This is an optimization exercise on Yosys and OpenROAD, whose aim is small area, a short achievable clock period and few clock cycles per item, not a production implementation. Where RTL was checked, it was by simulation tests only, not by an equivalence proof against the original.

==> inputs of 11-10 <==
## matrix_mul
module matrix_mul(
    input wire clk,
    input wire reset,
    input wire start,
    input wire [8:0][7:0] matrix_a,
    input wire [8:0][7:0] matrix_b,
    output reg [8:0][15:0] result,
    output reg done
);
clock: 10.0 ns
lec_check: 0
cap_margin: 20
core_margin: 2
core_utilization: 40
place_density: 0.6
setup_slack_margin: 4
slew_margin: 20
synth_hierarchical: 1
run.sh (not shown) runs the stock make flow with config.mk's settings and CLKGATE_MAP_FILE= SYNTH_SCRIPT=/design/flow/synth_recipe.tcl, a recipe that flattens the netlist after the stock synthesis.
==> inputs of 01-14, as changes to 11-10 <==
Settings changed: SETUP_SLACK_MARGIN 4 to not set.
==> results.txt <==
|  | 11-10 | 01-14 |
|---|---|---|
| Outcome | complete, no violations | complete, no violations |
| Routed length on met3 | 18100 um | 9490 um |
| Worst setup path endpoint | result[12] | result[79] |
| Largest net degree at the start of global routing | 80 | 62 |
| Number of gates resized after CTS | 956 | 0 |
| Crit Reg-Reg Endpoint | result[12] | result[79] |
| Setup slack, reg-to-reg | 3.77 ns | 2.97 ns |
| End-of-flow core utilization | 53.6% | 46.3% |
| Crit path launch | matrix_a[21] | matrix_b[15] |
| Post-route met1 wirelength | 40000 um | 35800 um |
| Initial drt markers | 3148 | 1809 |
| Worst reg-to-reg path cell count | 16 | 15 |
| Share of the final layout cell area in sequential cells | 11.7% | 13.5% |
| Area post-placement | 32500 sq um | 31700 sq um |
| Post-Layout Cell Count | 4000 | 3703 |
| Setup repair after global routing missed its margin | true | false |
| Count of buffers not belonging to the clock network in the layout | 527 | 299 |
| Worst Path Required | 10.25 ns | 10.34 ns |
| Final-stage net count | 4020 | 3734 |
| Crit. path cell count | 14 | 15 |
| Summed area of non-filler cells in the final layout | 37500 sq um | 32300 sq um |
| Total number of multi-input combinational cells | 2285 | 2227 |
| FMAX | 0.152 GHz | 0.130 GHz |
| Placer congestion estimate | 0.901 | 0.897 |
Function was not checked in any run of this note: the RTL went through the layout flow alone.

* * *

==> branch fjord: inputs <==
Another version of the RTL of matrix_mul (not shown whole).
==> flow/design.v (excerpt) <==
module matrix_mul(
    input wire clk,
    input wire reset,
    input wire start,
    input wire [8:0][7:0] matrix_a,
    input wire [8:0][7:0] matrix_b,
    output reg [8:0][15:0] result,
    output reg done
);
reg phase;
always @(posedge clk or posedge reset) begin
    if (reset) begin
        phase <= 1'b0;
        done  <= 1'b0;
    end else begin
        phase <= start & ~phase;
        if (phase)
            done <= 1'b1;
        else if (start)
            done <= 1'b0;
    end
end
wire load = start | phase;
wire [8:0][3:0] nib;
genvar e;
generate
    for (e = 0; e < 9; e = e + 1) begin : g_nib
        assign nib[e] = phase ? matrix_b[e][3:0] : matrix_b[e][7:4];
    end
endgenerate
wire r0_g1;
wire r0_g2;
wire r0_g3;
wire r0_g4;
wire r0_g5;
wire r0_g6;
wire r0_g7;
wire r0_g8;
wire r0_g9;
wire r0_g10;
wire r0_g11;
wire r0_g12;
wire r0_g13;
wire r0_g14;
wire r0_g15;
wire r0_g16;
wire r0_g17;
wire r0_g18;
wire r0_g19;
wire r0_g20;
wire r0_g21;
wire r0_g22;
wire r0_g23;
wire r0_g24;
wire r0_g25;
wire r0_g26;
wire r0_g27;
wire r0_g28;
wire r0_g29;
wire r0_g30;
wire r0_g31;
wire r0_g32;
wire r0_g33;
wire r0_g34;
wire r0_g35;
wire r0_g36;
wire r0_g37;
wire r0_g38;
wire r0_g39;
wire r0_g40;
wire r0_g41;
wire r0_g42;
wire r0_g43;
  ...
Settings: LEC_CHECK=0, CAP_MARGIN=20, CORE_MARGIN=2, CORE_UTILIZATION=35, PLACE_DENSITY=0.45, SETUP_SLACK_MARGIN=3.5, SLEW_MARGIN=20, SYNTH_HIERARCHICAL=1, TNS_END_PERCENT=5; clock period 10.0 ns.
standard.sh (not shown) runs the stock make flow with config.mk's settings and CLKGATE_MAP_FILE= SYNTH_SCRIPT=/design/flow/synth_recipe.tcl, a recipe that flattens the netlist after the stock synthesis.
==> flow/flow/run.sh <==
#!/bin/bash
# The standard ORFS layout (the standard.sh, unchanged synthesis); the one
# change: ports are buffered with buf_1 cells instead of the default delay
# buffers. The full tool output goes to standard.log in this folder.
bash standard.sh finish "BUFFER_PORTS_ARGS=-buffer_cell sky130_fd_sc_hd__buf_1" > standard.log 2>&1
==> branch garnet: changes against branch fjord <==
==> flow/flow/run.sh (replaced) <==
#!/bin/bash
# Standard ORFS layout; the only change: ports are buffered with buf_1 cells
# instead of the default delay buffers. Full tool output goes to standard.log.
bash standard.sh finish "BUFFER_PORTS_ARGS=-buffer_cell sky130_fd_sc_hd__buf_1" > standard.log 2>&1
CELL_PAD_IN_SITES_DETAIL_PLACEMENT = 1   (was default)
CELL_PAD_IN_SITES_GLOBAL_PLACEMENT = 1   (was default)
CORE_UTILIZATION = 40   (was 35)
PLACE_DENSITY = 0.6   (was 0.45)
SETUP_SLACK_MARGIN = 4   (was 3.5)
==> comparison <==
- Branch garnet completed with no timing, DRC or antenna violations. Branch fjord finished with timing, DRC and antenna clean.
- Between branch garnet and branch fjord, the lower via count is in branch fjord (gap 7.0%, measured against branch fjord).
- First-iteration DRC count: branch fjord is smaller than branch garnet (4.7%).
- Against branch garnet, the worst hold slack of branch fjord is higher by 0.0056 ns.
- In synthesized area, branch garnet and branch fjord do not differ.
- Against branch fjord, the die area of branch garnet is lower by about 12%.
- Global-route usage: branch garnet is higher than branch fjord (7.6 points).
==> figures <==
                                                branch fjord  branch garnet
Result of the run                   timing/DRC/antenna clean  timing/DRC/antenna clean
Iteration-0 DRC count of the detailed router            4000           4197
Worst-case reg-to-reg path depth                          16             15
Worst reg-to-reg setup slack                         3.86 ns        3.98 ns
Total wirelength of the detailed-routed design     110000 µm      124000 µm
Maximum fanout along the worst path                       17              6
Final critical-path share of the clock period          64.6%          62.2%
Global-route wire length before repair             160000 µm      181000 µm
Number of non-clock buffers                              364            465
RR Endpoint                                       result[92]     result[94]
Net count, final                                        3698           3808
Post-route non-filler standard cell count               4160           4099
Testbench counts of branch fjord, summed over its fixed seeds: cycles 1,024, items 512.
Testbench counts of branch garnet, summed over its fixed seeds: cycles 1,024, items 512.

-- static timing again, ports no longer ideal --
The results above use ideal ports. As a check the final layouts listed here were re-extracted and re-timed, cells and wires unchanged. Step 1: set_driving_cell puts a clkbuf_16 on clk and a buf_2 on each other input, an assumption about the parent block. Step 2 times the ports against the registers' clock, not the clock port: input delays grow and output delays shrink by t, the midpoint of the rising clock arrivals with the driver on. Slacks: no drivers / after step 1 / after step 2; pairs: no drivers / after step 1.
| run | t, ns | setup WS [ns] | worst setup path after step 2 | worst register clock-pin slew, ns | pins driven straight from the clock port |
|---|---|---|---|---|---|
| 11-10 | 0.571 | 3.421 / 3.453 / 2.882 | input to register | 0.08 / 0.08 | 1 |
| 01-14 | 0.557 | 2.288 / 2.325 / 1.767 | input to register | 0.07 / 0.07 | 1 |
| branch fjord | 0.566 | 3.541 / 3.570 / 3.004 | input to register | 0.08 / 0.08 | 1 |
| branch garnet | 0.570 | 3.779 / 3.755 / 3.186 | input to register | 0.08 / 0.08 | 1 |
After both steps setup and hold are still met in every run listed. The setup slack of branch garnet, which loses most, moves by -0.024 ns with the drivers and by -0.593 ns with both steps.
